This is an optimization exercise on Yosys and OpenROAD, whose aim is small area, not a production implementation.
At most, simulation tests tie the RTL to the original design; equivalence was not proved.
For run 1, only the layout was checked, not whether the RTL still works.
In runs 6 and 7 the design's own scripts or RTL, not TritonCTS, make the clock network.
The flow treats the clock pin as an ideal source. Dropping or thinning the clock tree relies on that and would not hold on a real chip.
Power and IR drop assume default switching activity.

[flow/run.sh]
#!/bin/bash
# Own layout flow: the standard flow (standard.sh), with three changes:
#  - synthesis maps the logic with an area-oriented ABC script (flow/area.abc)
#    and without ORFS's half/full-adder extraction; everything else in the
#    synthesis (synth_recipe.tcl: -nofsm -noshare, flatten, renaming) is unchanged,
#    so the registers keep the standard synthesis's names and cells;
#  - the port buffers are sky130_fd_sc_hd__buf_1;
#  - the constant outputs share the synthesis's tie cells (no per-pin tie cells);
#  - CTS inserts no dummy loads;
#  - the rest of the layout is ORFS's, as standard.sh runs it.
# Each tool's output goes to a log file in this folder (and ORFS's logs in orfs/logs).
set -euo pipefail
W=$(pwd)
F=$W/flow

# synthesis script: synth_recipe.tcl, sourcing an edited copy of ORFS's synth.tcl
python3 - "$FLOW_HOME/scripts/synth.tcl" "$W/synth_area.tcl" "$F/area.abc" > edit_synth.log 2>&1 <<'PY'
import sys
src, dst, abc = sys.argv[1:]
t = open(src).read()
old = "log_cmd abc {*}$abc_args"
assert t.count(old) == 1, "abc call not found"
t = t.replace(old, "log_cmd abc -script " + abc + " {*}$lib_args {*}$lib_dont_use_args")
open(dst, "w").write(t)
print("wrote", dst)
PY
python3 - "$W/synth_recipe.tcl" "$W/my_synth.tcl" "$W/synth_area.tcl" >> edit_synth.log 2>&1 <<'PY'
import sys
src, dst, core = sys.argv[1:]
t = open(src).read()
old = "source $::env(SCRIPTS_DIR)/synth.tcl"
assert t.count(old) == 1, "synth.tcl source line not found"
open(dst, "w").write(t.replace(old, "source " + core))
print("wrote", dst)
PY

ARGS=(SYNTH_SCRIPT="$W/my_synth.tcl" ADDER_MAP_FILE= "BUFFER_PORTS_ARGS=-buffer_cell sky130_fd_sc_hd__buf_1"
      SKIP_REPAIR_TIE_FANOUT=1
      "CTS_ARGS=-sink_clustering_enable -repair_clock_nets -buf_list sky130_fd_sc_hd__clkbuf_4 sky130_fd_sc_hd__clkbuf_8 -dont_use_dummy_load")
bash standard.sh "${ARGS[@]}" finish > standard_finish.log 2>&1
[flow/area.abc]
collapse
sop
fx
strash
&get -n
&deepsyn -T 20
&put
dch -f
amap
topo
[standard.sh]
#!/bin/bash
# synth_recipe.tcl (not shown) runs the flow's synth.tcl, then flattens the netlist and writes it again
# the make line also repeats each setting of config.mk as NAME=value (left out here)
make -C /OpenROAD-flow-scripts/flow DESIGN_CONFIG=/design/flow/config.mk WORK_HOME=/design/flow/orfs CLKGATE_MAP_FILE= SYNTH_SCRIPT=/design/flow/synth_recipe.tcl "${@:-finish}"
[config.mk]
export PLATFORM = sky130hd
export DESIGN_NAME = BBqM
export DESIGN_NICKNAME = BBqM
export VERILOG_FILES = /design/flow/design.v
export SDC_FILE = /design/flow/constraint.sdc
export NUM_CORES = 4
export LEC_CHECK = 0
export CAP_MARGIN = 20
export CORE_MARGIN = 2
export CORE_UTILIZATION = 40
export CTS_BUF_LIST = sky130_fd_sc_hd__clkbuf_4
export SLEW_MARGIN = 20
[constraint.sdc]
create_clock -name core_clock -period 20.0 [get_ports {CLK}]
set_input_delay 4.0000 -clock core_clock [delete_from_list [all_inputs] [get_ports {CLK}]]
set_output_delay 4.0000 -clock core_clock [all_outputs]
set_load 0.01 [all_outputs]
[design.v]
module BBqM ( Up , Down , CLK , reset , Tcount , Empty_Flag , Full_Flag , Alarm_Flag , led0_Pcount , led1_Pcount , led0_Wtime , led1_Wtime ) ;
input Up , Down , CLK , reset ;
input [1:0] Tcount ;
output Empty_Flag , Full_Flag , Alarm_Flag ;
output [6:0] led0_Pcount , led1_Pcount ;
output [6:0] led0_Wtime , led1_Wtime ;
localparam [16:0] SEED = 17'h0484c ;
localparam [16:0] TERM = 17'h01f90 ;
localparam [16:0] MASK = 17'h1f7df ;
reg [16:0] s ;
wire Tick5Hz = ( ( s ^ TERM ) & MASK ) == 17'd0 ;
always @( posedge CLK or posedge reset )
  if ( reset )
    s <= SEED ;
  else
    s <= { s[15:6] , s[5] ^ Tick5Hz , s[4:0] , ~( s[16] ^ s[4] ) } ;
reg Q_UP , Q_DOWN ;
always @( posedge CLK or posedge reset )
  if ( reset ) begin
    Q_UP <= 1'b0 ;
    Q_DOWN <= 1'b0 ;
  end else if ( Tick5Hz ) begin
    Q_UP <= ~Up ;
    Q_DOWN <= ~Down ;
  end
reg [2:0] Pcode ;
reg Alarm_q ;
assign Empty_Flag = ( Pcode == 3'd0 ) ;
assign Full_Flag  = ( Pcode == 3'd7 ) ;
assign Alarm_Flag = Alarm_q ;
wire [4:0] na = { Q_UP , Q_DOWN , Pcode } ;
reg [2:0] Pnext ;
always @*
  case ( na )
    5'd0 : Pnext = 3'b000 ;
    5'd1 : Pnext = 3'b001 ;
    5'd2 : Pnext = 3'b010 ;
    5'd3 : Pnext = 3'b011 ;
    5'd4 : Pnext = 3'b100 ;
    5'd5 : Pnext = 3'b101 ;
    5'd6 : Pnext = 3'b110 ;
    5'd7 : Pnext = 3'b111 ;
    5'd8 : Pnext = 3'b000 ;
    5'd9 : Pnext = 3'b000 ;
    5'd10 : Pnext = 3'b001 ;
    5'd11 : Pnext = 3'b010 ;
    5'd12 : Pnext = 3'b011 ;
    5'd13 : Pnext = 3'b100 ;
    5'd14 : Pnext = 3'b101 ;
    5'd15 : Pnext = 3'b110 ;
    5'd16 : Pnext = 3'b001 ;
    5'd17 : Pnext = 3'b010 ;
    5'd18 : Pnext = 3'b011 ;
    5'd19 : Pnext = 3'b100 ;
    5'd20 : Pnext = 3'b101 ;
    5'd21 : Pnext = 3'b110 ;
    5'd22 : Pnext = 3'b111 ;
    5'd23 : Pnext = 3'b111 ;
    5'd24 : Pnext = 3'b001 ;
    5'd25 : Pnext = 3'b010 ;
    5'd26 : Pnext = 3'b011 ;
    5'd27 : Pnext = 3'b100 ;
    5'd28 : Pnext = 3'b101 ;
    5'd29 : Pnext = 3'b110 ;
    5'd30 : Pnext = 3'b111 ;
    5'd31 : Pnext = 3'b111 ;
    default : Pnext = 3'b0 ;
  endcase
always @( posedge CLK or posedge reset )
  if ( reset ) begin
    Pcode <= 3'd0 ;
    Alarm_q <= 1'b0 ;
  end else if ( Tick5Hz ) begin
    Pcode <= Pnext ;
    if ( Q_UP ) Alarm_q <= Full_Flag ;
    else if ( Q_DOWN ) Alarm_q <= Empty_Flag ;
  end
wire [4:0] da = { Tcount , Pcode } ;
reg [6:0] PSEG ;
always @*
  case ( Pcode )
    3'd0 : PSEG = 7'b0000001 ;
    3'd1 : PSEG = 7'b1001111 ;
    3'd2 : PSEG = 7'b0010010 ;
    3'd3 : PSEG = 7'b0000110 ;
    3'd4 : PSEG = 7'b1001100 ;
    3'd5 : PSEG = 7'b0100100 ;
    3'd6 : PSEG = 7'b0100000 ;
    3'd7 : PSEG = 7'b0001111 ;
    default : PSEG = 7'b0 ;
  endcase
reg [6:0] W0 ;
always @*
  case ( da )
    5'd0 : W0 = 7'b0000001 ;
    5'd1 : W0 = 7'b0000001 ;
    5'd2 : W0 = 7'b0000001 ;
    5'd3 : W0 = 7'b0000001 ;
    5'd4 : W0 = 7'b0000001 ;
    5'd5 : W0 = 7'b0000001 ;
    5'd6 : W0 = 7'b0000001 ;
    5'd7 : W0 = 7'b0000001 ;
    5'd8 : W0 = 7'b0000001 ;
    5'd9 : W0 = 7'b0000110 ;
    5'd10 : W0 = 7'b0100000 ;
    5'd11 : W0 = 7'b0000100 ;
    5'd12 : W0 = 7'b0010010 ;
    5'd13 : W0 = 7'b0100100 ;
    5'd14 : W0 = 7'b0000000 ;
    5'd15 : W0 = 7'b1001111 ;
    5'd16 : W0 = 7'b0000001 ;
    5'd17 : W0 = 7'b0000110 ;
    5'd18 : W0 = 7'b1001100 ;
    5'd19 : W0 = 7'b0100000 ;
    5'd20 : W0 = 7'b0001111 ;
    5'd21 : W0 = 7'b0000100 ;
    5'd22 : W0 = 7'b0000001 ;
    5'd23 : W0 = 7'b0010010 ;
    5'd24 : W0 = 7'b0000001 ;
    5'd25 : W0 = 7'b0000110 ;
    5'd26 : W0 = 7'b1001100 ;
    5'd27 : W0 = 7'b0100100 ;
    5'd28 : W0 = 7'b0100000 ;
    5'd29 : W0 = 7'b0001111 ;
    5'd30 : W0 = 7'b0000000 ;
    5'd31 : W0 = 7'b0000100 ;
    default : W0 = 7'b0 ;
  endcase
reg [6:0] W1 ;
always @*
  case ( da )
    5'd0 : W1 = 7'b0000001 ;
    5'd1 : W1 = 7'b0000001 ;
    5'd2 : W1 = 7'b0000001 ;
    5'd3 : W1 = 7'b0000001 ;
    5'd4 : W1 = 7'b0000001 ;
    5'd5 : W1 = 7'b0000001 ;
    5'd6 : W1 = 7'b0000001 ;
    5'd7 : W1 = 7'b0000001 ;
    5'd8 : W1 = 7'b0000001 ;
    5'd9 : W1 = 7'b0000001 ;
    5'd10 : W1 = 7'b0000001 ;
    5'd11 : W1 = 7'b0000001 ;
    5'd12 : W1 = 7'b1001111 ;
    5'd13 : W1 = 7'b1001111 ;
    5'd14 : W1 = 7'b1001111 ;
    5'd15 : W1 = 7'b0010010 ;
    5'd16 : W1 = 7'b0000001 ;
    5'd17 : W1 = 7'b0000001 ;
    5'd18 : W1 = 7'b0000001 ;
    5'd19 : W1 = 7'b0000001 ;
    5'd20 : W1 = 7'b0000001 ;
    5'd21 : W1 = 7'b0000001 ;
    5'd22 : W1 = 7'b1001111 ;
    5'd23 : W1 = 7'b1001111 ;
    5'd24 : W1 = 7'b0000001 ;
    5'd25 : W1 = 7'b0000001 ;
    5'd26 : W1 = 7'b0000001 ;
    5'd27 : W1 = 7'b0000001 ;
    5'd28 : W1 = 7'b0000001 ;
    5'd29 : W1 = 7'b0000001 ;
    5'd30 : W1 = 7'b0000001 ;
    5'd31 : W1 = 7'b0000001 ;
    default : W1 = 7'b0 ;
  endcase
assign led0_Pcount = PSEG ;
assign led1_Pcount = 7'b0000001 ;
assign led0_Wtime = W0 ;
assign led1_Wtime = W1 ;
endmodule
==> results of run 1 <==
-- stage by stage --
stage / setup WS, ns / area [µm²] / hold WS [ns]
after detailed placement: 10.18 / 1079 / 0.3547
after global placement: 10.31 / 1079 / 0.3573
after floorplan: 10.18 / 1011 / 0.3464
-- worst min-delay path by stage --
stage                     start    end  slack [ns]
after detailed placement   s[2]   s[3]        0.35
after floorplan           s[15]  s[16]        0.35
after global placement    s[13]  s[14]        0.36
-- power groups by stage --
stage	registers, mW	clock network (mW)	logic, mW
detailed placement	0.0474	0	0.00263
global placement	0.0474	0	0.00257
floorplan	0.0474	0	0.00300
-- logic make-up after synthesis --
group | after synthesis | synth area share
other | 2 | 0.007429
buffers and inverters | 21 | 0.1151
AND/OR/NAND/NOR | 43 | 0.1968
flip-flops | 23 | 0.5755
AO/OA/AOI/OAI | 19 | 0.1052
==> results.py, run 1 <==
metrics = {
    "status": {
        "failing_step": "clock tree synthesis",
        "tool.error": "[ERROR STA-0564] clock_tree_synthesis positional arguments not supported.",
        "status": "aborted with a tool error",
    },
    "yosys": {
        "syn_area_um2": 1011,
        "avgSynthCellArea_um2": 9.361,
        "ys_ff_latch": 23,
        "synth-edff-count": 0,
        "synthArstFlopShare": 1.000,
        "ys_types": 20,
        "ys_warn_count": 1,
        "seq_area_frac_synth": 0.5755,
        "yosys.area.top_type": "dfrtp_1",
        "synth_top_cell_area_share": 0.4455,
        "synthCells": 108,
        "synth_commonest_cells": "nor2_1, dfrtp_1, clkinv_1",
        "synth_most_common_cell": "nor2_1",
        "yosys-top-cells-area": "dfrtp_1, dfstp_2, nor2_1",
        "synth_fp_nets": 114,
        "synth_ff_type": "dfrtp_1",
    },
    "floorplan": {
        "rows": 18,
        "initial_core_util": 0.4156,
        "io_pins": 37,
        "die_x_um": 54.28,
        "die_height_um": 54.28,
    },
    "placed_design": {
        "place_congestion": 0.6666,
        "hpwl_um": 1378,
        "io_buffers": 28,
        "dp_cells": 156,
    },
}
==> run 2, diff against run 1 <==
--- a/design.v
+++ b/design.v
@@ -23,12 +23,13 @@
     Q_UP <= ~Up ;
     Q_DOWN <= ~Down ;
   end
+wire up = Q_UP , down = Q_DOWN ;
 reg [2:0] Pcode ;
 reg Alarm_q ;
 assign Empty_Flag = ( Pcode == 3'd0 ) ;
 assign Full_Flag  = ( Pcode == 3'd7 ) ;
 assign Alarm_Flag = Alarm_q ;
-wire [4:0] na = { Q_UP , Q_DOWN , Pcode } ;
+wire [4:0] na = { up , down , Pcode } ;
 reg [2:0] Pnext ;
 always @*
   case ( na )
@@ -72,8 +73,8 @@
     Alarm_q <= 1'b0 ;
   end else if ( Tick5Hz ) begin
     Pcode <= Pnext ;
-    if ( Q_UP ) Alarm_q <= Full_Flag ;
-    else if ( Q_DOWN ) Alarm_q <= Empty_Flag ;
+    if ( up ) Alarm_q <= Full_Flag ;
+    else if ( down ) Alarm_q <= Empty_Flag ;
   end
 wire [4:0] da = { Tcount , Pcode } ;
 reg [6:0] PSEG ;
--- a/flow/run.sh
+++ b/flow/run.sh
@@ -36,5 +36,5 @@
 
 ARGS=(SYNTH_SCRIPT="$W/my_synth.tcl" ADDER_MAP_FILE= "BUFFER_PORTS_ARGS=-buffer_cell sky130_fd_sc_hd__buf_1"
       SKIP_REPAIR_TIE_FANOUT=1
-      "CTS_ARGS=-sink_clustering_enable -repair_clock_nets -buf_list sky130_fd_sc_hd__clkbuf_4 sky130_fd_sc_hd__clkbuf_8 -dont_use_dummy_load")
+      "CTS_ARGS=-sink_clustering_enable -repair_clock_nets -buf_list sky130_fd_sc_hd__clkbuf_4 -dont_use_dummy_load")
 bash standard.sh "${ARGS[@]}" finish > standard_finish.log 2>&1
--- a/config.mk
+++ b/config.mk
@@ -9,4 +9,5 @@
 export CORE_MARGIN = 2
 export CORE_UTILIZATION = 40
 export CTS_BUF_LIST = sky130_fd_sc_hd__clkbuf_4
+export PLACE_DENSITY = 0.85
 export SLEW_MARGIN = 20
==> results.py, run 2 <==
metrics = {
    "critical_path": {
        "critPathKind": "primary input to output pin",
        "crit_required_ns": 16.00,
        "cpMaxStageDelayCell": "nor2_1",
        "end_kind": "output pin",
        "worstPathArrival_ns": 6.01,
        "path_common_cell": "nor2_1",
        "max_stage_delay_ns": 0.28,
        "start_kind": "primary input",
        "path_cells": "buf_1, clkinv_1, nor2_1, nor2_1, nor2_1, nand3_1, o221ai_1, nand2_1, nor2_1, or2_0, nor3_1, buf_1",
        "critPathMaxFanout": 4,
    },
    "timing": {
        "finalMaxSlewViolations": 0,
        "max_slew_margin": 0.4384,
        "final.min_clock_period_ns": 10.01,
        "tns_ns": 0,
        "clock_skew_ns": 0.007550,
        "setup_viol": 0,
        "grt_setup_unrepaired": "no",
        "hold_viol": 0,
        "fmax_ghz": 0.09991,
        "min_period_over_period": 0.5005,
        "fin_ws_ns": 9.991,
        "worstMarginPinSlew_ns": 0.8360,
    },
    "yosys": {
        "ys_types": 20,
        "synth-edff-count": 0,
        "yosys.area.top_type": "dfrtp_1",
        "synthArstFlopShare": 1.000,
        "ys_ff_latch": 23,
        "yosys-top-cells-area": "dfrtp_1, dfstp_2, nor2_1",
        "synth_commonest_cells": "nor2_1, dfrtp_1, clkinv_1",
        "synth_most_common_cell": "nor2_1",
        "seq_area_frac_synth": 0.5755,
        "ys_warn_count": 1,
        "synthCells": 108,
        "synth_top_cell_area_share": 0.4455,
        "avgSynthCellArea_um2": 9.361,
        "syn_area_um2": 1011,
        "synth_fp_nets": 114,
        "synth_ff_type": "dfrtp_1",
    },
    "cells_and_area": {
        "antenna_cells": 0,
        "final_cell_mix": "buf_1, nor2_1, dfrtp_1",
        "area_delta_synth_final_pct": 8.911,
        "largest_register": "s",
        "largestRegisters": "s: 17 flops, Pcode: 3 flops",
        "drive_above_1_share": 0.06202,
        "largest_register_ffs": 17,
        "nNetsFinal": 137,
        "fin_util": 0.4527,
        "n_fill_cell": 228,
        "final_common_cell": "buf_1",
        "fin_area_um2": 1101,
    },
    "cts": {
        "clk_latency_ns": 0.30,
        "clk_pin_slew_ns": 0.11,
        "cts-resized-gates": 0,
        "clock-sinks": 23,
        "cts_inserted_buffers": 3,
        "h-tree-depth": 1,
        "cts_setup_buffers": 0,
        "cts_buffer_depth": 2,
        "cts.hold.buffers_added": 0,
        "root_buffer": "clkbuf_4",
        "cts_tree": "built",
    },
    "drt": {
        "routed_wl_um": 1971,
        "first_pass_iters": 4,
        "wl_met3_um": 204,
        "routed_via_density": 5.264,
        "wl_met2_um": 954,
        "ant_nets": 0,
        "routed.top_layer": "met4",
        "drtIter0Drc": 13,
        "vias": 837,
        "drc": 0,
        "wl_met1_um": 767,
        "wl_per_cell_um": 12.40,
    },
    "global_routing": {
        "track_usage": 0.1492,
        "grt_pass1_vias": 710,
        "grt_pass1_wl_um": 2994,
        "grt_max_degree": 24,
        "gr-total-overflow": 0,
        "antenna_found_initial": 0,
    },
    "floorplan": {
        "die_x_um": 54.28,
        "dieArea_um2": 2946,
        "io_pins": 37,
        "die_height_um": 54.28,
        "initial_core_util": 0.4156,
        "rows": 18,
        "core-area_um2": 2432,
    },
    "power": {
        "internal_power_uw": 53.96,
        "power.density_nw_per_um2": 61.47,
        "p_leak_nw": 0.4302,
        "swShare": 0.2026,
        "pwr-share-seq": 0.688,
        "p_sw_uw": 13.71,
        "totalPowerFinal_uw": 67.68,
        "peakVddDrop_uv": 37.68,
        "combPwrFrac": 0.041,
        "p_clk_frac": 0.271,
    },
    "placed_design": {
        "place_area_um2": 1079,
        "io_buffers": 28,
        "dpl_worst_slack_ns": 10.08,
        "hpwl_um": 1513,
        "place_congestion": 0.7429,
    },
    "min_path": {
        "hold_path.class": "flip-flop to flip-flop",
    },
    "run": {
        "maxCapViolCount": 0,
    },
    "status": {
        "status": "finished clean",
    },
}
-- run 2: cell counts after synthesis --
Identical to the previous run, type by type.
-- run 2: worst paths after layout --
kind                            cells after the start       endpoint  slack, ns       from
min in group asynchronous                           2          s[16]       3.70      reset
worst max register to register                      7       Pcode[1]      17.44       s[1]
max in group asynchronous                           2          s[14]      15.93      reset
worst min-delay path                                0           s[3]       0.37       s[2]
worst max-delay path                               12  led1_Wtime[2]       9.99  Tcount[1]
worst min register to register                      0           s[3]       0.37       s[2]
-- run 2: cells by family after synthesis --
kind of cell,after synthesis,share of synthesized area
AND/OR/NAND/NOR,43,0.1968
other,2,0.007429
buffers and inverters,21,0.1151
flip-flops,23,0.5755
AO/OA/AOI/OAI,19,0.1052
-- run 2: power by group through the flow --
stage          clock network, mW  registers, mW  logic [mW]
3_5_place_dp                   0         0.0474     0.00273
5_1_grt                   0.0219         0.0466     0.00314
6_report                  0.0184         0.0465     0.00278
3_3_place_gp                   0         0.0474     0.00250
4_1_cts                   0.0196         0.0465     0.00272
2_1_floorplan                  0         0.0474     0.00300
-- run 2: layout make-up --
class	count	area (µm²)	share of cell area
timing repair buffer	28	105.1	0.09545
sequential	23	581.8	0.5284
inverter	11	41.29	0.03750
tap	30	37.54	0.03409
multi-input combinational	64	312.8	0.2841
clock buffer	3	22.52	0.02045
-- run 2: critical path, delay by kind of cell --
family                 cells  cell delay [ns]
AO/OA/AOI/OAI              1             0.26
buffers and inverters      3             0.51
AND/OR/NAND/NOR            8             1.24
-- run 2: routing by layer --
layer  vias to the layer above  global-route usage
li1                        391                   -
met1                       384              0.1616
met2                        56              0.2691
met3                         6             0.01639
met4                         0              0.1042
met5                         -                   0
-- run 2: per-stage QoR --
step	hold WS [ns]	instances
2_1_floorplan	0.3464	108
3_3_place_gp	0.3537	156
3_5_place_dp	0.3555	156
4_1_cts	0.3746	159
5_1_grt	0.3817	159
6_report	0.3714	159
==> run 3, diff against run 2 <==
--- a/config.mk
+++ b/config.mk
@@ -6,8 +6,8 @@
 export NUM_CORES = 4
 export LEC_CHECK = 0
 export CAP_MARGIN = 20
-export CORE_MARGIN = 2
-export CORE_UTILIZATION = 40
+export CORE_AREA = 2 2 60 60
 export CTS_BUF_LIST = sky130_fd_sc_hd__clkbuf_4
+export DIE_AREA = 0 0 62 62
 export PLACE_DENSITY = 0.85
 export SLEW_MARGIN = 20
==> results.py, run 3 <==
metrics = {
    "status": {
        "status": "finished clean",
    },
    "yosys": {
        "avgSynthCellArea_um2": 9.361,
        "synth_commonest_cells": "nor2_1, dfrtp_1, clkinv_1",
        "synthCells": 108,
        "yosys.area.top_type": "dfrtp_1",
        "synth-edff-count": 0,
        "yosys-top-cells-area": "dfrtp_1, dfstp_2, nor2_1",
        "synth_top_cell_area_share": 0.4455,
        "synthArstFlopShare": 1.000,
        "seq_area_frac_synth": 0.5755,
        "synth_ff_type": "dfrtp_1",
        "synth_fp_nets": 114,
        "syn_area_um2": 1011,
        "ys_warn_count": 1,
        "ys_types": 20,
        "ys_ff_latch": 23,
        "synth_most_common_cell": "nor2_1",
    },
    "cts": {
        "cts.hold.buffers_added": 0,
        "cts_setup_buffers": 0,
        "cts_inserted_buffers": 3,
        "clock-sinks": 23,
        "root_buffer": "clkbuf_4",
        "cts_tree": "built",
        "cts_buffer_depth": 2,
        "h-tree-depth": 1,
        "clk_latency_ns": 0.30,
        "cts-resized-gates": 0,
        "clk_pin_slew_ns": 0.11,
    },
    "cells_and_area": {
        "area_delta_synth_final_pct": 10.89,
        "drive_above_1_share": 0.06202,
        "largest_register": "s",
        "nNetsFinal": 137,
        "multiInputGateArea_um2": 312.8,
        "ff_latch_area_um2": 581.8,
        "final_common_cell": "buf_1",
        "largestRegisters": "s: 17 flops, Pcode: 3 flops",
        "antenna_cells": 0,
        "n_fill_cell": 338,
        "final_cell_mix": "buf_1, nor2_1, dfrtp_1",
        "largest_register_ffs": 17,
    },
    "global_routing": {
        "busiest_layer": "met1",
        "antenna_found_initial": 0,
        "grt_use_met1": 0.1521,
        "gr-total-overflow": 0,
        "grt_use_met2": 0.1295,
        "use_met3": 0.03934,
        "track_usage": 0.1013,
        "grt_pass1_wl_um": 2808,
        "grt_pass1_vias": 633,
        "grt_max_degree": 24,
    },
    "power": {
        "p_sw_uw": 14.72,
        "totalPowerFinal_uw": 68.71,
        "swShare": 0.2142,
        "internal_power_uw": 54.00,
        "power.density_nw_per_um2": 61.29,
        "p_leak_nw": 0.4302,
        "combPwrFrac": 0.038,
        "peakVddDrop_uv": 45.03,
        "p_clk_frac": 0.285,
        "pwr-share-seq": 0.677,
    },
    "placed_design": {
        "io_buffers": 28,
        "place_congestion": 0.7759,
        "hpwl_um": 1399,
    },
    "timing": {
        "clock_skew_ns": 0.001514,
        "hold_viol": 0,
        "final.min_clock_period_ns": 9.819,
        "grt_setup_unrepaired": "no",
        "max_slew_margin": 0.4322,
        "finalMaxSlewViolations": 0,
        "min_period_over_period": 0.4910,
        "worstMarginPinSlew_ns": 0.8452,
        "fmax_ghz": 0.1018,
        "tns_ns": 0,
        "setup_viol": 0,
    },
    "critical_path": {
        "end_kind": "output pin",
        "worstPathArrival_ns": 5.82,
        "path_cells": "buf_1, clkinv_1, nor2_1, o21ai_0, nand3_1, o221ai_1, nand2_1, nor2_1, or2_0, nor3_1, buf_1",
        "cpMaxStageDelayCell": "o21ai_0",
        "critPathMaxFanout": 5,
        "max_stage_delay_ns": 0.44,
        "critPathKind": "primary input to output pin",
        "crit_required_ns": 16.00,
        "start_kind": "primary input",
    },
    "drt": {
        "routed_via_density": 4.503,
        "drtIter0Drc": 33,
        "ant_nets": 0,
        "first_pass_iters": 4,
        "vias": 788,
        "drc": 0,
        "routed_wl_um": 1818,
        "wl_per_cell_um": 10.39,
    },
    "floorplan": {
        "initial_core_util": 0.3078,
        "io_pins": 37,
        "die_x_um": 62,
        "rows": 21,
        "core-area_um2": 3284,
        "dieArea_um2": 3844,
        "die_height_um": 62,
    },
    "run": {
        "maxCapViolCount": 0,
    },
    "min_path": {
        "hold_path.class": "flip-flop to flip-flop",
    },
}
==> run 3: path summary, 6_finish.rpt <==
kind / from / endpoint / slack (ns) / cells past startpoint
min in group asynchronous: reset / s[1] / 3.70 / 2
hold / removal: s[2] / s[3] / 0.38 / 0
hold reg to reg: s[2] / s[3] / 0.38 / 0
max in group asynchronous: reset / s[6] / 15.93 / 2
setup / recovery: Tcount[0] / led1_Wtime[2] / 10.18 / 11
setup reg to reg: s[1] / Pcode[1] / 17.44 / 7
==> run 3: metal layers <==
layer | vias to the layer above | share of wire
li1 | 391 | -
met1 | 368 | 0.48
met2 | 24 | 0.44
met3 | 5 | 0.071
met4 | 0 | 0.012
met5 | - | 0
==> run 3: through the flow <==
step / worst slack, ns / util / std cells / cell area, µm² / hold slack [ns]
floorplan: 10.18 / - / 108 / 1011 / 0.3464
global placement: 10.31 / 0.3345 / 172 / 1099 / 0.3502
detailed placement: 10.23 / 0.3345 / 172 / 1099 / 0.3563
CTS: 10.22 / 0.3413 / 175 / 1121 / 0.3777
global route: 9.889 / 0.3413 / 175 / 1121 / 0.3829
finish: 10.18 / 0.3413 / 175 / 1121 / 0.3773
==> run 3: cell families (layout without fill, tap and decap cells) <==
| group | Yosys count | in the layout | synth area share |
|---|---|---|---|
| and+or+nand+nor | 43 | 43 | 0.1968 |
| AOI/OAI and AO/OA | 19 | 19 | 0.1052 |
| other | 2 | 2 | 0.007429 |
| buffers and inverters | 21 | 42 | 0.1151 |
| DFF | 23 | 23 | 0.5755 |
==> run 3: area by class of cell <==
type | count | area share
Inverter | 11 | 0.03683
Clock buffer | 3 | 0.02009
Tap cell | 46 | 0.05134
Timing Repair Buffer | 28 | 0.09375
Sequential cell | 23 | 0.5190
Multi-Input combinational cell | 64 | 0.2790
==> run 3: worst max-delay path, delay by kind of cell <==
family,cells,cell delay [ns]
AO/OA/AOI/OAI,2,0.67
AND/OR/NAND/NOR,6,0.79
buffers and inverters,3,0.34
==> run 3: power groups by stage <==
stage / Clock (mW) / Sequential [mW] / Combinational (mW)
global placement: 0 / 0.0474 / 0.00260
global route: 0.0222 / 0.0466 / 0.00309
floorplan: 0 / 0.0474 / 0.00300
CTS: 0.0201 / 0.0465 / 0.00262
detailed placement: 0 / 0.0474 / 0.00261
finish: 0.0196 / 0.0465 / 0.00259
==> run 4, diff against run 3 <==
==> flow/run.sh (replaced) <==
#!/bin/bash
# Own layout flow: the standard flow (standard.sh) with these changes:
#  - synthesis: synth_recipe.tcl unchanged (-nofsm -noshare, flatten, renaming), but the
#    ORFS synth.tcl it sources is an edited copy (flow/mk_core.py) that maps the logic
#    with several area-oriented ABC scripts (deepsyn seeds x two mappers) and keeps the
#    smallest; ORFS's half/full-adder extraction is off (ADDER_MAP_FILE empty). The
#    registers are mapped before ABC, so they keep the standard synthesis's names/cells;
#  - the port buffers are sky130_fd_sc_hd__buf_1;
#  - the constant outputs share the synthesis's tie cells (no per-pin tie cells);
#  - CTS inserts no dummy loads.
# Each tool's output goes to a log file in this folder (and ORFS's logs in orfs/logs).
set -euo pipefail
W=$(pwd)
F=$W/flow
mkdir -p $W/abc
SCRIPTS=()
for S in 0 1 2 3 4 5; do
  for M in amap "map -a"; do
    n=$W/abc/s${S}_$(echo "$M" | tr -d ' -').abc
    printf 'collapse\nsop\nfx\nstrash\n&get -n\n&deepsyn -T 15 -S %s\n&put\ndch -f\n%s\ntopo\n' "$S" "$M" > "$n"
    SCRIPTS+=("$n")
  done
done
python3 $F/mk_core.py "$FLOW_HOME/scripts/synth.tcl" "$W/synth_area.tcl" "${SCRIPTS[@]}" > edit_synth.log 2>&1
python3 - "$W/synth_recipe.tcl" "$W/my_synth.tcl" "$W/synth_area.tcl" >> edit_synth.log 2>&1 <<'PY'
import sys
src, dst, core = sys.argv[1:]
t = open(src).read()
old = "source $::env(SCRIPTS_DIR)/synth.tcl"
assert t.count(old) == 1, "synth.tcl source line not found"
open(dst, "w").write(t.replace(old, "source " + core))
print("wrote", dst)
PY

ARGS=(SYNTH_SCRIPT="$W/my_synth.tcl" ADDER_MAP_FILE= "BUFFER_PORTS_ARGS=-buffer_cell sky130_fd_sc_hd__buf_1"
      SKIP_REPAIR_TIE_FANOUT=1
      "CTS_ARGS=-sink_clustering_enable -repair_clock_nets -buf_list sky130_fd_sc_hd__clkbuf_4 -dont_use_dummy_load")
bash standard.sh "${ARGS[@]}" finish > standard_finish.log 2>&1
==> flow/mk_core.py (new file) <==
import sys
# usage: mk_core.py ORFS_synth.tcl OUT_core.tcl ABC_SCRIPT_1 [ABC_SCRIPT_2 ...]
src, dst, scripts = sys.argv[1], sys.argv[2], sys.argv[3:]
t = open(src).read()
old = "log_cmd abc {*}$abc_args"
assert t.count(old) == 1, "abc call not found"
new = """design -save my_pre_abc
set my_best_area 1e30
set my_best -1
set my_i 0
foreach my_scr {%s} {
  design -load my_pre_abc
  log_cmd abc -script $my_scr {*}$lib_args {*}$lib_dont_use_args
  set my_st [tee -q -s result.string stat {*}$lib_args]
  if { [regexp {Chip area for module [^:]*: ([0-9.]+)} $my_st -> my_area] } {
    puts "flow: abc script $my_scr gives area $my_area"
    if { $my_area < $my_best_area } {
      set my_best_area $my_area
      set my_best $my_i
    }
  }
  design -save my_abc_$my_i
  incr my_i
}
puts "flow: keeping abc result $my_best (area $my_best_area)"
design -load my_abc_$my_best""" % " ".join(scripts)
open(dst, "w").write(t.replace(old, new))
removed: flow/area.abc
==> results.py, run 4 <==
metrics = {
    "cts": {
        "cts-resized-gates": 0,
        "cts_tree": "built",
        "root_buffer": "clkbuf_4",
        "cts_buffer_depth": 2,
        "h-tree-depth": 1,
        "clk_pin_slew_ns": 0.10,
        "cts.hold.buffers_added": 0,
        "cts_setup_buffers": 0,
        "clk_latency_ns": 0.31,
        "clock-sinks": 23,
        "cts_inserted_buffers": 3,
    },
    "cells_and_area": {
        "antenna_cells": 0,
        "stdcell_count": 180,
        "area_delta_synth_final_pct": 10.81,
        "drive_above_1_share": 0.05970,
        "final_common_cell": "buf_1",
        "final_cell_mix": "buf_1, nor2_1, dfrtp_1",
        "largest_register": "s",
        "largest_register_ffs": 17,
        "largestRegisters": "s: 17 flops, Pcode: 3 flops",
        "nNetsFinal": 142,
    },
    "critical_path": {
        "worstPathArrival_ns": 5.58,
        "critPathKind": "primary input to output pin",
        "crit_required_ns": 16.00,
        "start_kind": "primary input",
        "critPathMaxFanout": 6,
        "end_kind": "output pin",
        "r2r_cells": 9,
    },
    "timing": {
        "final.min_clock_period_ns": 9.581,
        "hold_viol": 0,
        "finalMaxSlewViolations": 0,
        "setup_viol": 0,
        "fin_ws_ns": 10.42,
        "holdWs_ns": 0.3813,
        "max_slew_margin": 0.4950,
        "clock_skew_ns": 0.01849,
        "worstMarginPinSlew_ns": 0.7529,
        "tns_ns": 0,
        "grt_setup_unrepaired": "no",
        "min_period_over_period": 0.4791,
        "fmax_ghz": 0.1044,
    },
    "yosys": {
        "synth_top_cell_area_share": 0.4423,
        "ys_warn_count": 1,
        "yosys.area.top_type": "dfrtp_1",
        "synth_most_common_cell": "nor2_1",
        "synth_fp_nets": 119,
        "avgSynthCellArea_um2": 9.013,
        "synthCells": 113,
        "ys_ff_latch": 23,
        "ys_types": 20,
        "seq_area_frac_synth": 0.5713,
        "synth-edff-count": 0,
        "syn_area_um2": 1018,
        "synth_commonest_cells": "nor2_1, dfrtp_1, clkinv_1",
        "yosys-top-cells-area": "dfrtp_1, dfstp_2, nor2_1",
        "synth_ff_type": "dfrtp_1",
        "synthArstFlopShare": 1.000,
    },
    "global_routing": {
        "grt_max_degree": 24,
        "antenna_found_initial": 0,
        "grt_pass1_vias": 609,
        "grt_pass1_wl_um": 2725,
        "gr-total-overflow": 0,
        "track_usage": 0.09732,
    },
    "placed_design": {
        "io_buffers": 28,
        "dpl_worst_slack_ns": 10.44,
        "dp_cells": 177,
        "place_congestion": 0.6980,
        "hpwl_um": 1370,
    },
    "power": {
        "p_leak_nw": 0.4485,
        "power.density_nw_per_um2": 60.84,
        "peakVddDrop_uv": 45.31,
    },
    "floorplan": {
        "initial_core_util": 0.3101,
        "rows": 21,
        "core-area_um2": 3284,
        "die_x_um": 62,
        "dieArea_um2": 3844,
        "die_height_um": 62,
        "io_pins": 37,
    },
    "drt": {
        "routed_via_density": 4.367,
        "ant_nets": 0,
        "routed_wl_um": 1760,
        "first_pass_iters": 4,
        "drc": 0,
        "wl_per_cell_um": 9.778,
        "drtIter0Drc": 30,
        "vias": 786,
    },
    "min_path": {
        "hold_path.class": "flip-flop to flip-flop",
        "holdPathStages": 0,
    },
    "status": {
        "status": "finished clean",
    },
    "run": {
        "maxCapViolCount": 0,
    },
}
[run 4: metrics by stage]
step	cell area [µm²]	total power [mW]	utilization
floorplan	1018	0.05034	-
global placement	1106	0.04992	0.3368
detailed placement	1106	0.04996	0.3368
CTS	1129	0.06947	0.3436
global route	1129	0.07115	0.3436
finish	1129	0.06866	0.3436
[run 4: worst paths after layout]
kind / startpoint / endpoint / slack, ns
max in group asynchronous: reset / s[3] / 15.91
max reg2reg: s[1] / Pcode[0] / 17.40
min in group asynchronous: reset / s[1] / 3.70
min: s[12] / s[13] / 0.38
min reg2reg: s[12] / s[13] / 0.38
max: Tcount[1] / led1_Wtime[3] / 10.42
[run 4: final cells by class]
cell class	count	area, µm²
Inverter	13	48.80
Tap cell	46	57.56
Fill cell	333	2156
Multi-Input combinational cell	67	312.8
Sequential cell	23	581.8
Timing Repair Buffer	28	105.1
Clock buffer	3	22.52
[run 4: critical path, cell delays in order]
cell and delay, ns:
buf_1 0.11, clkinv_1 0.14, nor2_1 0.16, o22ai_1 0.09, nand3b_1 0.18, o221ai_1 0.22, nand2_1 0.10, nor2_1 0.14
clkinv_1 0.12, nand2_1 0.10, clkinv_1 0.09, buf_1 0.13
[run 4: cell families (layout without fill, tap and decap cells)]
kind of cell / count (synthesis) / after routing / share of synthesized area
compound gates: 20 / 20 / 0.1118
buf+inv: 23 / 44 / 0.1216
flops: 23 / 23 / 0.5713
other cells: 2 / 2 / 0.007374
simple gates: 45 / 45 / 0.1880
[run 4: per-layer routing]
layer / wire length, µm / global-route usage / vias up
met4: 0 / 0.02432 / 0
met3: 112 / 0.04141 / 0
li1: - / - / 406
met2: 791 / 0.1250 / 20
met1: 856 / 0.1491 / 360
met5: 0 / 0 / -
[run 4: power breakdown]
part	internal (mW)	switching [mW]	leakage (nW)
Sequential	0.0465	0	0.270
Combinational	0.000399	0.00208	0.164
Clock	0.00702	0.0126	0.0138
==> run 5, diff against run 4 <==
--- a/flow/run.sh
+++ b/flow/run.sh
@@ -7,7 +7,8 @@
 #    registers are mapped before ABC, so they keep the standard synthesis's names/cells;
 #  - the port buffers are sky130_fd_sc_hd__buf_1;
 #  - the constant outputs share the synthesis's tie cells (no per-pin tie cells);
-#  - CTS inserts no dummy loads.
+#  - no CTS tool: flow/cts_manual.tcl (PRE_CTS_TCL) puts two clock buffers on the clock
+#    port, each driving half of the flip-flops; the rest of ORFS's CTS step is unchanged.
 # Each tool's output goes to a log file in this folder (and ORFS's logs in orfs/logs).
 set -euo pipefail
 W=$(pwd)
@@ -34,5 +35,5 @@
 
 ARGS=(SYNTH_SCRIPT="$W/my_synth.tcl" ADDER_MAP_FILE= "BUFFER_PORTS_ARGS=-buffer_cell sky130_fd_sc_hd__buf_1"
       SKIP_REPAIR_TIE_FANOUT=1
-      "CTS_ARGS=-sink_clustering_enable -repair_clock_nets -buf_list sky130_fd_sc_hd__clkbuf_4 -dont_use_dummy_load")
+      PRE_CTS_TCL="$F/cts_manual.tcl")
 bash standard.sh "${ARGS[@]}" finish > standard_finish.log 2>&1
==> flow/cts_manual.tcl (new file) <==
rename clock_tree_synthesis my_unused_clock_tree_synthesis
proc clock_tree_synthesis { args } {
  set nbuf 2
  set cell sky130_fd_sc_hd__clkbuf_4
  set block [ord::get_db_block]
  set sinks {}
  foreach pin [get_pins -of_objects [get_nets CLK]] {
    if { [get_property $pin direction] != "input" } { continue }
    set inst [$block findInst [get_full_name [get_cells -of_objects $pin]]]
    set bb [$inst getBBox]
    lappend sinks [list $pin [expr { [$bb xMin] / 1000.0 }] [expr { [$bb yMin] / 1000.0 }]]
  }
  set sinks [lsort -real -index 1 $sinks]
  set n [llength $sinks]
  puts "manual clock buffering: $n clock sinks, $nbuf x $cell"
  for { set k 0 } { $k < $nbuf } { incr k } {
    set lo [expr { $k * $n / $nbuf }]
    set hi [expr { ($k + 1) * $n / $nbuf - 1 }]
    set pins {}
    set xs 0.0
    set ys 0.0
    foreach f [lrange $sinks $lo $hi] {
      lappend pins [lindex $f 0]
      set xs [expr { $xs + [lindex $f 1] }]
      set ys [expr { $ys + [lindex $f 2] }]
    }
    set m [llength $pins]
    insert_buffer -buffer_cell $cell -net CLK -load_pins $pins \
      -location [list [expr { $xs / $m }] [expr { $ys / $m }]] \
      -buffer_name clkbuf_man_$k -net_name clk_man_$k
    puts "  clkbuf_man_$k drives $m clock pins"
  }
  set_propagated_clock [all_clocks]
}
==> results.py, run 5 <==
metrics = {
    "status": {
        "status": "aborted with a tool error",
        "failing_step": "clock tree synthesis",
        "tool.error": "Error: cts.tcl, 36 invalid command name \"NULL\"",
    },
    "floorplan": {
        "io_pins": 37,
        "initial_core_util": 0.3078,
        "die_x_um": 62,
        "die_height_um": 62,
        "rows": 21,
    },
    "placed_design": {
        "place_congestion": 0.7759,
        "hpwl_um": 1399,
        "io_buffers": 28,
    },
    "yosys": {
        "yosys.area_share.simple": 0.1968,
        "synthMuxAreaShare": 0,
        "synth_compound_area_frac": 0.1052,
        "synth_most_common_cell": "nor2_1",
        "seq_area_frac_synth": 0.5755,
        "syn_area_um2": 1011,
        "ys_warn_count": 1,
        "synthCells": 108,
        "avgSynthCellArea_um2": 9.361,
        "synthAdderAreaFrac": 0,
        "synthArstFlopShare": 1.000,
        "synth-edff-count": 0,
        "synth-xor-area-share": 0,
        "synth_ff_type": "dfrtp_1",
        "yosys.area.top_type": "dfrtp_1",
        "synth_top_cell_area_share": 0.4455,
        "ys_ff_latch": 23,
        "synth_commonest_cells": "nor2_1, dfrtp_1, clkinv_1",
        "synth_fp_nets": 114,
        "yosys-top-cells-area": "dfrtp_1, dfstp_2, nor2_1",
        "ys_types": 20,
        "synth_top_family_by_area": "simple AND/OR/NAND/NOR gates",
    },
}
-- run 5: through the flow --
step	instance area (µm²)	worst slack, ns	instances	hold slack, ns	total power, mW
floorplan	1011	10.18	108	0.3464	0.05040
detailed placement	1099	10.23	172	0.3563	0.05001
global placement	1099	10.31	172	0.3502	0.05000
-- run 5: cell families after synthesis --
group	count (synthesis)
AOI/OAI and AO/OA	19
DFF	23
buffers and inverters	21
other	2
and+or+nand+nor	43
-- run 5: worst max-delay path by stage --
stage,from,end,cells after the start
2_1_floorplan,Tcount[0],led1_Wtime[3],10
3_3_place_gp,Tcount[0],led1_Wtime[3],11
3_5_place_dp,Tcount[0],led1_Wtime[2],11
-- run 5: power groups by stage --
stage	logic, mW	clock network, mW	registers [mW]
after floorplan	0.00300	0	0.0474
after global placement	0.00260	0	0.0474
after detailed placement	0.00261	0	0.0474
==> run 6, diff against run 5 <==
--- a/flow/run.sh
+++ b/flow/run.sh
@@ -6,7 +6,8 @@
 #    smallest; ORFS's half/full-adder extraction is off (ADDER_MAP_FILE empty). The
 #    registers are mapped before ABC, so they keep the standard synthesis's names/cells;
 #  - the port buffers are sky130_fd_sc_hd__buf_1;
-#  - the constant outputs share the synthesis's tie cells (no per-pin tie cells);
+#  - the constant outputs share one tie cell (flow/merge_ties.py joins the synthesis's HI
+#    and LO cells; no per-pin tie cells);
 #  - no CTS tool: flow/cts_manual.tcl (PRE_CTS_TCL) puts two clock buffers on the clock
 #    port, each driving half of the flip-flops; the rest of ORFS's CTS step is unchanged.
 # Each tool's output goes to a log file in this folder (and ORFS's logs in orfs/logs).
@@ -15,10 +16,10 @@
 F=$W/flow
 mkdir -p $W/abc
 SCRIPTS=()
-for S in 0 1 2 3 4 5; do
-  for M in amap "map -a"; do
+for S in 0 3; do
+  for M in amap; do
     n=$W/abc/s${S}_$(echo "$M" | tr -d ' -').abc
-    printf 'collapse\nsop\nfx\nstrash\n&get -n\n&deepsyn -T 15 -S %s\n&put\ndch -f\n%s\ntopo\n' "$S" "$M" > "$n"
+    printf 'collapse\nsop\nfx\nstrash\n&get -n\n&deepsyn -T 40 -S %s\n&put\ndch -f\n%s\ntopo\n' "$S" "$M" > "$n"
     SCRIPTS+=("$n")
   done
 done
@@ -36,4 +37,6 @@
 ARGS=(SYNTH_SCRIPT="$W/my_synth.tcl" ADDER_MAP_FILE= "BUFFER_PORTS_ARGS=-buffer_cell sky130_fd_sc_hd__buf_1"
       SKIP_REPAIR_TIE_FANOUT=1
       PRE_CTS_TCL="$F/cts_manual.tcl")
+bash standard.sh "${ARGS[@]}" synth > standard_synth.log 2>&1
+python3 $F/merge_ties.py $W/orfs/results/sky130hd/BBqM/base/1_2_yosys.v > merge_ties.log 2>&1
 bash standard.sh "${ARGS[@]}" finish > standard_finish.log 2>&1
--- a/flow/cts_manual.tcl
+++ b/flow/cts_manual.tcl
@@ -6,7 +6,7 @@
   set sinks {}
   foreach pin [get_pins -of_objects [get_nets CLK]] {
     if { [get_property $pin direction] != "input" } { continue }
-    set inst [$block findInst [get_full_name [get_cells -of_objects $pin]]]
+    set inst [sta::sta_to_db_inst [get_cells -of_objects $pin]]
     set bb [$inst getBBox]
     lappend sinks [list $pin [expr { [$bb xMin] / 1000.0 }] [expr { [$bb yMin] / 1000.0 }]]
   }
==> flow/merge_ties.py (new file) <==
#!/usr/bin/env python3
"""Merges the synthesis's two tie cells (one conb_1 for HI, one for LO) into one conb_1 that
drives both nets from its two outputs. Leaves the netlist as it is unless it has exactly one
HI-only and one LO-only conb_1."""
import re, sys
path = sys.argv[1]
t = open(path).read()
cells = list(re.finditer(r"  sky130_fd_sc_hd__conb_1 (\S+) \(\n    \.(HI|LO)\(([^)]*)\)\n  \);\n", t))
if len(cells) != 2 or {c.group(2) for c in cells} != {"HI", "LO"}:
    print("merge_ties: left unchanged (%d tie cells)" % len(cells))
    sys.exit(0)
hi = next(c for c in cells if c.group(2) == "HI")
lo = next(c for c in cells if c.group(2) == "LO")
merged = "  sky130_fd_sc_hd__conb_1 %s (\n    .HI(%s),\n    .LO(%s)\n  );\n" % (hi.group(1), hi.group(3), lo.group(3))
out = t.replace(hi.group(0), merged).replace(lo.group(0), "")
open(path, "w").write(out)
print("merge_ties: %s now drives %s and %s; removed %s" % (hi.group(1), hi.group(3), lo.group(3), lo.group(1)))
==> results.py, run 6 <==
metrics = {
    "status": {
        "status": "finished clean",
    },
    "placed_design": {
        "place_area_um2": 1094,
        "hpwl_um": 1351,
        "place_congestion": 0.7901,
        "io_buffers": 28,
    },
    "power": {
        "combPwrFrac": 0.044,
        "peakVddDrop_uv": 54.65,
        "swShare": 0.1879,
        "p_clk_frac": 0.228,
        "pwr-share-seq": 0.729,
        "internal_power_uw": 51.87,
        "power.density_nw_per_um2": 57.62,
        "p_leak_nw": 0.4487,
        "p_sw_uw": 12.00,
    },
    "cts": {
        "cts.hold.buffers_added": 0,
        "clk_latency_ns": 0.17,
        "clk_pin_slew_ns": 0.11,
        "cts-resized-gates": 0,
        "cts_setup_buffers": 0,
    },
    "drt": {
        "wl_met2_um": 767,
        "vias": 766,
        "ant_nets": 0,
        "routed_wl_um": 1655,
        "drc": 0,
        "wl_met1_um": 811,
        "first_pass_iters": 4,
        "routed.top_layer": "met3",
        "routed_via_density": 4.352,
        "wl_per_cell_um": 9.403,
        "wl_met3_um": 76,
        "drtIter0Drc": 35,
    },
    "critical_path": {
        "startpoint": "Tcount[1]",
        "end_kind": "output pin",
        "r2r-end": "Pcode[0]",
        "path_cells": "buf_1, clkinv_1, nor2_1, nand3_1, o21a_1, o21ai_0, nand2_1, nand2_1, o21bai_1, buf_1",
        "critPathKind": "primary input to output pin",
        "r2r_slack_ns": 17.35,
        "crit_end": "led0_Wtime[2]",
        "crit_required_ns": 16.00,
        "worstPathArrival_ns": 5.26,
        "critPathMaxFanout": 5,
        "max_stage_delay_ns": 0.18,
        "start_kind": "primary input",
        "r2r_cells": 10,
        "cpMaxStageDelayCell": "nor2_1",
        "timing.rr.start": "s[13]",
    },
    "timing": {
        "grt_setup_unrepaired": "no",
        "fmax_ghz": 0.1079,
        "tns_ns": 0,
        "clock_skew_ns": 0.01329,
        "max_slew_margin": 0.4973,
        "setup_viol": 0,
        "finalMaxSlewViolations": 0,
        "min_period_over_period": 0.4632,
        "worstMarginPinSlew_ns": 0.7493,
        "hold_viol": 0,
        "final.min_clock_period_ns": 9.264,
    },
    "global_routing": {
        "track_usage": 0.08438,
        "grt_max_degree": 24,
        "grt_pass1_wl_um": 2587,
        "grt_pass1_vias": 609,
        "antenna_found_initial": 0,
        "gr-total-overflow": 0,
    },
    "cells_and_area": {
        "drive_above_1_share": 0.05385,
        "nNetsFinal": 139,
        "final_common_cell": "buf_1",
        "fin_area_um2": 1109,
        "area_delta_synth_final_pct": 10.20,
        "largest_register_ffs": 17,
        "final_cell_mix": "buf_1, nor2_1, dfrtp_1",
        "largest_register": "s",
        "largestRegisters": "s: 17 flops, Pcode: 3 flops",
        "fin_util": 0.3375,
        "antenna_cells": 0,
    },
    "floorplan": {
        "die_height_um": 62,
        "io_pins": 37,
        "initial_core_util": 0.3063,
        "die_x_um": 62,
        "rows": 21,
        "dieArea_um2": 3844,
        "core-area_um2": 3284,
    },
    "yosys": {
        "syn_area_um2": 1006,
        "ys_warn_count": 1,
        "avgSynthCellArea_um2": 9.145,
        "synth_fp_nets": 117,
        "synthCells": 110,
    },
    "run": {
        "maxCapViolCount": 0,
    },
    "min_path": {
        "hold_path.class": "flip-flop to flip-flop",
    },
}
==> run 6: final cells by class, clock buffers not listed <==
class | count | area [µm²]
Multi-Input combinational cell | 65 | 304.0
Inverter | 12 | 45.04
Tap cell | 46 | 57.56
Sequential cell | 23 | 581.8
Timing Repair Buffer | 28 | 105.1
Fill cell | 331 | 2176
==> run 6: critical path: cells and delay by family <==
family / cells / cell delay, ns
buffers and inverters: 3 / 0.40
and+or+nand+nor: 4 / 0.45
AOI/OAI and AO/OA: 3 / 0.40
==> run 6: per-stage QoR <==
stage          total power, mW  hold WS (ns)  instances  setup slack [ns]
3_5_place_dp           0.05023        0.3585        174             10.75
6_report               0.06387        0.3669        176             10.74
2_1_floorplan          0.05057        0.3464        110             10.82
4_1_cts                0.06471        0.3722        176             10.74
5_1_grt                0.06638        0.3775        176             10.53
3_3_place_gp           0.05018        0.3556        174             10.79
==> run 6: worst min path at each step <==
| stage | start | endpoint | slack [ns] | depth (start not counted) |
|---|---|---|---|---|
| 4_1_cts | s[2] | s[3] | 0.37 | 0 |
| 2_1_floorplan | s[15] | s[16] | 0.35 | 0 |
| 5_1_grt | s[2] | s[3] | 0.38 | 0 |
| 3_3_place_gp | s[2] | s[3] | 0.36 | 0 |
| 6_report | s[7] | s[8] | 0.37 | 0 |
| 3_5_place_dp | s[2] | s[3] | 0.36 | 0 |
==> run 6: power groups by stage <==
stage               clock, mW  combinational [mW]  sequential (mW)
floorplan                   0             0.00318           0.0474
global placement            0             0.00278           0.0474
detailed placement          0             0.00283           0.0474
CTS                    0.0153             0.00285           0.0465
global route           0.0165             0.00334           0.0466
finish                 0.0145             0.00281           0.0465
==> run 6: metal layers <==
layer,track usage,vias up
li1,-,400
met1,0.1480,352
met2,0.1146,14
met3,0.008282,0
met4,0.006079,0
met5,0,-
==> run 7, diff against run 6 <==
==> design.v (replaced) <==
module BBqM ( Up , Down , CLK , reset , Tcount , Empty_Flag , Full_Flag , Alarm_Flag , led0_Pcount , led1_Pcount , led0_Wtime , led1_Wtime ) ;
input Up , Down , CLK , reset ;
input [1:0] Tcount ;
output Empty_Flag , Full_Flag , Alarm_Flag ;
output [6:0] led0_Pcount , led1_Pcount ;
output [6:0] led0_Wtime , led1_Wtime ;
localparam [16:0] SEED = 17'h06264 ;
localparam [16:0] TERM = 17'h12018 ;
localparam [16:0] MASK = 17'h1ffed ;
reg [16:0] s ;
wire Tick5Hz = ( ( s ^ TERM ) & MASK ) == 17'd0 ;
always @( posedge CLK or posedge reset )
  if ( reset )
    s <= SEED ;
  else
    s <= { s[15] , s[14] , s[13] , s[12] , s[11] , s[10] , s[9] , s[8] , s[7] , s[6] , s[5] , s[4] , s[3] ^ Tick5Hz , s[2] , s[1] , s[0] , ( s[16] ^ s[13] ) } ;
reg Q_UP , Q_DOWN ;
always @( posedge CLK or posedge reset )
  if ( reset ) begin
    Q_UP <= 1'b0 ;
    Q_DOWN <= 1'b0 ;
  end else if ( Tick5Hz ) begin
    Q_UP <= ~Up ;
    Q_DOWN <= ~Down ;
  end
wire up = Q_UP , down = Q_DOWN ;
reg [2:0] Pcode ;
reg Alarm_q ;
assign Empty_Flag = ( Pcode == 3'd0 ) ;
assign Full_Flag  = ( Pcode == 3'd2 ) ;
assign Alarm_Flag = Alarm_q ;
wire [4:0] na = { up , down , Pcode } ;
reg [2:0] Pnext ;
always @*
  case ( na )
    5'd0 : Pnext = 3'b000 ;
    5'd1 : Pnext = 3'b001 ;
    5'd2 : Pnext = 3'b010 ;
    5'd3 : Pnext = 3'b011 ;
    5'd4 : Pnext = 3'b100 ;
    5'd5 : Pnext = 3'b101 ;
    5'd6 : Pnext = 3'b110 ;
    5'd7 : Pnext = 3'b111 ;
    5'd8 : Pnext = 3'b000 ;
    5'd9 : Pnext = 3'b111 ;
    5'd10 : Pnext = 3'b001 ;
    5'd11 : Pnext = 3'b000 ;
    5'd12 : Pnext = 3'b110 ;
    5'd13 : Pnext = 3'b011 ;
    5'd14 : Pnext = 3'b101 ;
    5'd15 : Pnext = 3'b100 ;
    5'd16 : Pnext = 3'b011 ;
    5'd17 : Pnext = 3'b010 ;
    5'd18 : Pnext = 3'b010 ;
    5'd19 : Pnext = 3'b101 ;
    5'd20 : Pnext = 3'b111 ;
    5'd21 : Pnext = 3'b110 ;
    5'd22 : Pnext = 3'b100 ;
    5'd23 : Pnext = 3'b001 ;
    5'd24 : Pnext = 3'b011 ;
    5'd25 : Pnext = 3'b010 ;
    5'd26 : Pnext = 3'b010 ;
    5'd27 : Pnext = 3'b101 ;
    5'd28 : Pnext = 3'b111 ;
    5'd29 : Pnext = 3'b110 ;
    5'd30 : Pnext = 3'b100 ;
    5'd31 : Pnext = 3'b001 ;
    default : Pnext = 3'b0 ;
  endcase
always @( posedge CLK or posedge reset )
  if ( reset ) begin
    Pcode <= 3'd0 ;
    Alarm_q <= 1'b0 ;
  end else if ( Tick5Hz ) begin
    Pcode <= Pnext ;
    if ( up ) Alarm_q <= Full_Flag ;
    else if ( down ) Alarm_q <= Empty_Flag ;
  end
wire [4:0] da = { Tcount , Pcode } ;
reg [6:0] PSEG ;
always @*
  case ( Pcode )
    3'd0 : PSEG = 7'b0000001 ;
    3'd1 : PSEG = 7'b0100000 ;
    3'd2 : PSEG = 7'b0001111 ;
    3'd3 : PSEG = 7'b1001111 ;
    3'd4 : PSEG = 7'b1001100 ;
    3'd5 : PSEG = 7'b0010010 ;
    3'd6 : PSEG = 7'b0000110 ;
    3'd7 : PSEG = 7'b0100100 ;
    default : PSEG = 7'b0 ;
  endcase
reg [6:0] W0 ;
always @*
  case ( da )
    5'd0 : W0 = 7'b0000001 ;
    5'd1 : W0 = 7'b0000001 ;
    5'd2 : W0 = 7'b0000001 ;
    5'd3 : W0 = 7'b0000001 ;
    5'd4 : W0 = 7'b0000001 ;
    5'd5 : W0 = 7'b0000001 ;
    5'd6 : W0 = 7'b0000001 ;
    5'd7 : W0 = 7'b0000001 ;
    5'd8 : W0 = 7'b0000001 ;
    5'd9 : W0 = 7'b0000000 ;
    5'd10 : W0 = 7'b1001111 ;
    5'd11 : W0 = 7'b0000110 ;
    5'd12 : W0 = 7'b0010010 ;
    5'd13 : W0 = 7'b0100000 ;
    5'd14 : W0 = 7'b0000100 ;
    5'd15 : W0 = 7'b0100100 ;
    5'd16 : W0 = 7'b0000001 ;
    5'd17 : W0 = 7'b0000001 ;
    5'd18 : W0 = 7'b0010010 ;
    5'd19 : W0 = 7'b0000110 ;
    5'd20 : W0 = 7'b0001111 ;
    5'd21 : W0 = 7'b1001100 ;
    5'd22 : W0 = 7'b0100000 ;
    5'd23 : W0 = 7'b0000100 ;
    5'd24 : W0 = 7'b0000001 ;
    5'd25 : W0 = 7'b0000000 ;
    5'd26 : W0 = 7'b0000100 ;
    5'd27 : W0 = 7'b0000110 ;
    5'd28 : W0 = 7'b0100000 ;
    5'd29 : W0 = 7'b1001100 ;
    5'd30 : W0 = 7'b0100100 ;
    5'd31 : W0 = 7'b0001111 ;
    default : W0 = 7'b0 ;
  endcase
reg [6:0] W1 ;
always @*
  case ( da )
    5'd0 : W1 = 7'b0000001 ;
    5'd1 : W1 = 7'b0000001 ;
    5'd2 : W1 = 7'b0000001 ;
    5'd3 : W1 = 7'b0000001 ;
    5'd4 : W1 = 7'b0000001 ;
    5'd5 : W1 = 7'b0000001 ;
    5'd6 : W1 = 7'b0000001 ;
    5'd7 : W1 = 7'b0000001 ;
    5'd8 : W1 = 7'b0000001 ;
    5'd9 : W1 = 7'b1001111 ;
    5'd10 : W1 = 7'b0010010 ;
    5'd11 : W1 = 7'b0000001 ;
    5'd12 : W1 = 7'b1001111 ;
    5'd13 : W1 = 7'b0000001 ;
    5'd14 : W1 = 7'b0000001 ;
    5'd15 : W1 = 7'b1001111 ;
    5'd16 : W1 = 7'b0000001 ;
    5'd17 : W1 = 7'b1001111 ;
    5'd18 : W1 = 7'b1001111 ;
    5'd19 : W1 = 7'b0000001 ;
    5'd20 : W1 = 7'b0000001 ;
    5'd21 : W1 = 7'b0000001 ;
    5'd22 : W1 = 7'b0000001 ;
    5'd23 : W1 = 7'b0000001 ;
    5'd24 : W1 = 7'b0000001 ;
    5'd25 : W1 = 7'b0000001 ;
    5'd26 : W1 = 7'b0000001 ;
    5'd27 : W1 = 7'b0000001 ;
    5'd28 : W1 = 7'b0000001 ;
    5'd29 : W1 = 7'b0000001 ;
    5'd30 : W1 = 7'b0000001 ;
    5'd31 : W1 = 7'b0000001 ;
    default : W1 = 7'b0 ;
  endcase
assign led0_Pcount = PSEG ;
assign led1_Pcount = 7'b0000001 ;
assign led0_Wtime = W0 ;
assign led1_Wtime = W1 ;
endmodule
--- a/flow/run.sh
+++ b/flow/run.sh
@@ -16,10 +16,10 @@
 F=$W/flow
 mkdir -p $W/abc
 SCRIPTS=()
-for S in 0 3; do
+for S in 0 1 2 3 4 5; do
   for M in amap; do
     n=$W/abc/s${S}_$(echo "$M" | tr -d ' -').abc
-    printf 'collapse\nsop\nfx\nstrash\n&get -n\n&deepsyn -T 40 -S %s\n&put\ndch -f\n%s\ntopo\n' "$S" "$M" > "$n"
+    printf 'collapse\nsop\nfx\nstrash\n&get -n\n&deepsyn -T 30 -S %s\n&put\ndch -f\n%s\ntopo\n' "$S" "$M" > "$n"
     SCRIPTS+=("$n")
   done
 done
==> results.py, run 7 <==
metrics = {
    "cells_and_area": {
        "n_fill_cell": 336,
        "largest_register_ffs": 17,
        "ff_latch_area_um2": 583.1,
        "multiInputGateArea_um2": 266.5,
        "area_delta_synth_final_pct": 10.46,
        "drive_above_1_share": 0.06612,
        "fin_util": 0.3299,
        "nNetsFinal": 130,
        "antenna_cells": 0,
        "final_cell_mix": "buf_1, dfrtp_1, clkinv_1, nor2_1, o21ai_0",
        "largestRegisters": "s: 17 flops, Pcode: 3 flops",
        "final_common_cell": "buf_1",
        "largest_register": "s",
    },
    "power": {
        "internal_power_uw": 51.71,
        "p_leak_nw": 0.4510,
        "power.density_nw_per_um2": 58.65,
        "peakVddDrop_uv": 45.34,
        "p_sw_uw": 11.85,
        "combPwrFrac": 0.038,
        "swShare": 0.1864,
        "pwr-share-seq": 0.732,
        "p_clk_frac": 0.230,
    },
    "timing": {
        "final.min_clock_period_ns": 9.843,
        "setup_viol": 0,
        "tns_ns": 0,
        "worstMarginPinSlew_ns": 0.7376,
        "clock_skew_ns": 0.01710,
        "finalMaxSlewViolations": 0,
        "max_slew_margin": 0.5052,
        "grt_setup_unrepaired": "no",
        "min_period_over_period": 0.4921,
        "fmax_ghz": 0.1016,
        "hold_viol": 0,
    },
    "global_routing": {
        "track_usage": 0.08398,
        "grt_pass1_vias": 587,
        "grt_pass1_wl_um": 2539,
        "antenna_found_initial": 0,
        "gr-total-overflow": 0,
        "grt_max_degree": 24,
    },
    "critical_path": {
        "start_kind": "primary input",
        "critPathMaxFanout": 6,
        "critPathKind": "primary input to output pin",
        "max_stage_delay_ns": 0.32,
        "startpoint": "Tcount[1]",
        "worstPathArrival_ns": 5.84,
        "path_cells": "buf_1, clkinv_1, nor3_1, nand2_1, nand2_1, clkinv_1, o21bai_1, nor2_1, o21ai_0, nor2_1, a31o_1, or2_0, buf_1",
        "timing.rr.start": "s[2]",
        "r2r_slack_ns": 17.15,
        "crit_required_ns": 16.00,
        "end_kind": "output pin",
        "cpMaxStageDelayCell": "nor3_1",
    },
    "floorplan": {
        "die_height_um": 62,
        "initial_core_util": 0.2987,
        "die_x_um": 62,
        "core-area_um2": 3284,
        "io_pins": 37,
        "rows": 21,
        "dieArea_um2": 3844,
    },
    "drt": {
        "vias": 695,
        "routed_via_density": 4.162,
        "drtIter0Drc": 34,
        "first_pass_iters": 5,
        "routed_wl_um": 1554,
        "wl_per_cell_um": 9.305,
        "ant_nets": 0,
        "drc": 0,
    },
    "cts": {
        "cts-resized-gates": 0,
        "clk_latency_ns": 0.17,
        "cts_setup_buffers": 0,
        "clk_pin_slew_ns": 0.11,
        "cts.hold.buffers_added": 0,
    },
    "yosys": {
        "syn_area_um2": 980.9,
        "ys_warn_count": 1,
        "synth_fp_nets": 108,
        "synthCells": 101,
        "avgSynthCellArea_um2": 9.712,
    },
    "placed_design": {
        "place_congestion": 0.7262,
        "io_buffers": 28,
        "hpwl_um": 1276,
    },
    "status": {
        "status": "finished clean",
    },
    "run": {
        "maxCapViolCount": 0,
    },
    "min_path": {
        "hold_start": "s[12]",
        "hold_path.class": "flip-flop to flip-flop",
    },
}
-- run 7: cell count changes in the layout (fill, tap and decap cells not counted), sizes merged, moves of 2 or more --
cell / change
a21oi: -5
nor3: -2
or4: +2
nand2: -2
nand3: -2
o22ai: +2
clkinv: +3
nor2: -9
o21ai: +3
-- run 7: critical path, delay by kind of cell --
kind	cells	cell delay, ns
and+or+nand+nor	6	0.85
buffers and inverters	4	0.47
AOI/OAI and AO/OA	3	0.56
-- run 7: metrics by stage --
stage                     setup slack, ns  power, mW  hold slack, ns  area [µm²]  std cells
after floorplan                     10.13    0.05026          0.3330       980.9        101
after global placement              10.28    0.04980          0.3340        1069        165
after detailed placement            10.18    0.04982          0.3375        1069        165
after CTS                           10.17    0.06408          0.3632        1084        167
after global routing                9.914    0.06749          0.3759        1084        167
final                               10.16    0.06355          0.3568        1084        167
-- run 7: per-layer routing --
layer | up-vias | track usage | routed length, µm
met2 | 17 | 0.1265 | 748
met1 | 308 | 0.1376 | 723
met3 | 0 | 0.008282 | 83
met5 | - | 0 | 0
li1 | 370 | - | -
met4 | 0 | 0.003040 | 0
-- run 7: worst paths after layout --
check                           endpoint  cells past startpoint
hold / removal                     s[13]                      0
max in group asynchronous           s[6]                      2
setup reg to reg                Pcode[1]                      9
setup / recovery           led1_Wtime[1]                     13
hold reg to reg                    s[13]                      0
min in group asynchronous        Alarm_q                      2
-- run 7: final cells by class, clock buffers not listed --
cell class / instances / area share
multi-input cells: 53 / 0.2460
inverters: 15 / 0.05196
well taps: 46 / 0.05312
flip-flops and latches: 23 / 0.5381
repair buffers: 28 / 0.09700
-- run 7: power by group through the flow --
stage | Sequential [mW] | Clock, mW | Combinational [mW]
final | 0.0465 | 0.0146 | 0.00240
after global routing | 0.0466 | 0.0180 | 0.00290
after CTS | 0.0466 | 0.0151 | 0.00244
after detailed placement | 0.0474 | 0 | 0.00242
after global placement | 0.0474 | 0 | 0.00240
after floorplan | 0.0474 | 0 | 0.00286

-- static timing again, ports no longer ideal --
Ports are ideal in the flow. The routed layouts listed here were re-timed in OpenROAD. Step 1 sets driving cells, clkbuf_16 on the clock port and buf_2 on the other inputs (assumed; they add their load-dependent delay and slew). Step 2 times the ports against the registers' clock, not the clock port: input delays grow and output delays shrink by t, the midpoint of the rising clock arrivals with the driver on. Slacks: ideal ports / drivers / drivers and shift; pairs: ideal ports / drivers.
run	t, ns	setup slack, ns	worst setup path after step 2
run 2	0.313	9.991 / 9.969 / 9.969	input to output
run 3	0.324	10.181 / 10.157 / 10.157	input to output
run 4	0.316	10.419 / 10.386 / 10.386	input to output
run 6	0.182	10.736 / 10.711 / 10.711	input to output
run 7	0.183	10.158 / 10.136 / 10.136	input to output
After both steps every run listed still meets setup and hold. For run 4, which loses most, drivers alone change the setup slack by -0.033 ns; drivers and shift together by -0.033 ns.
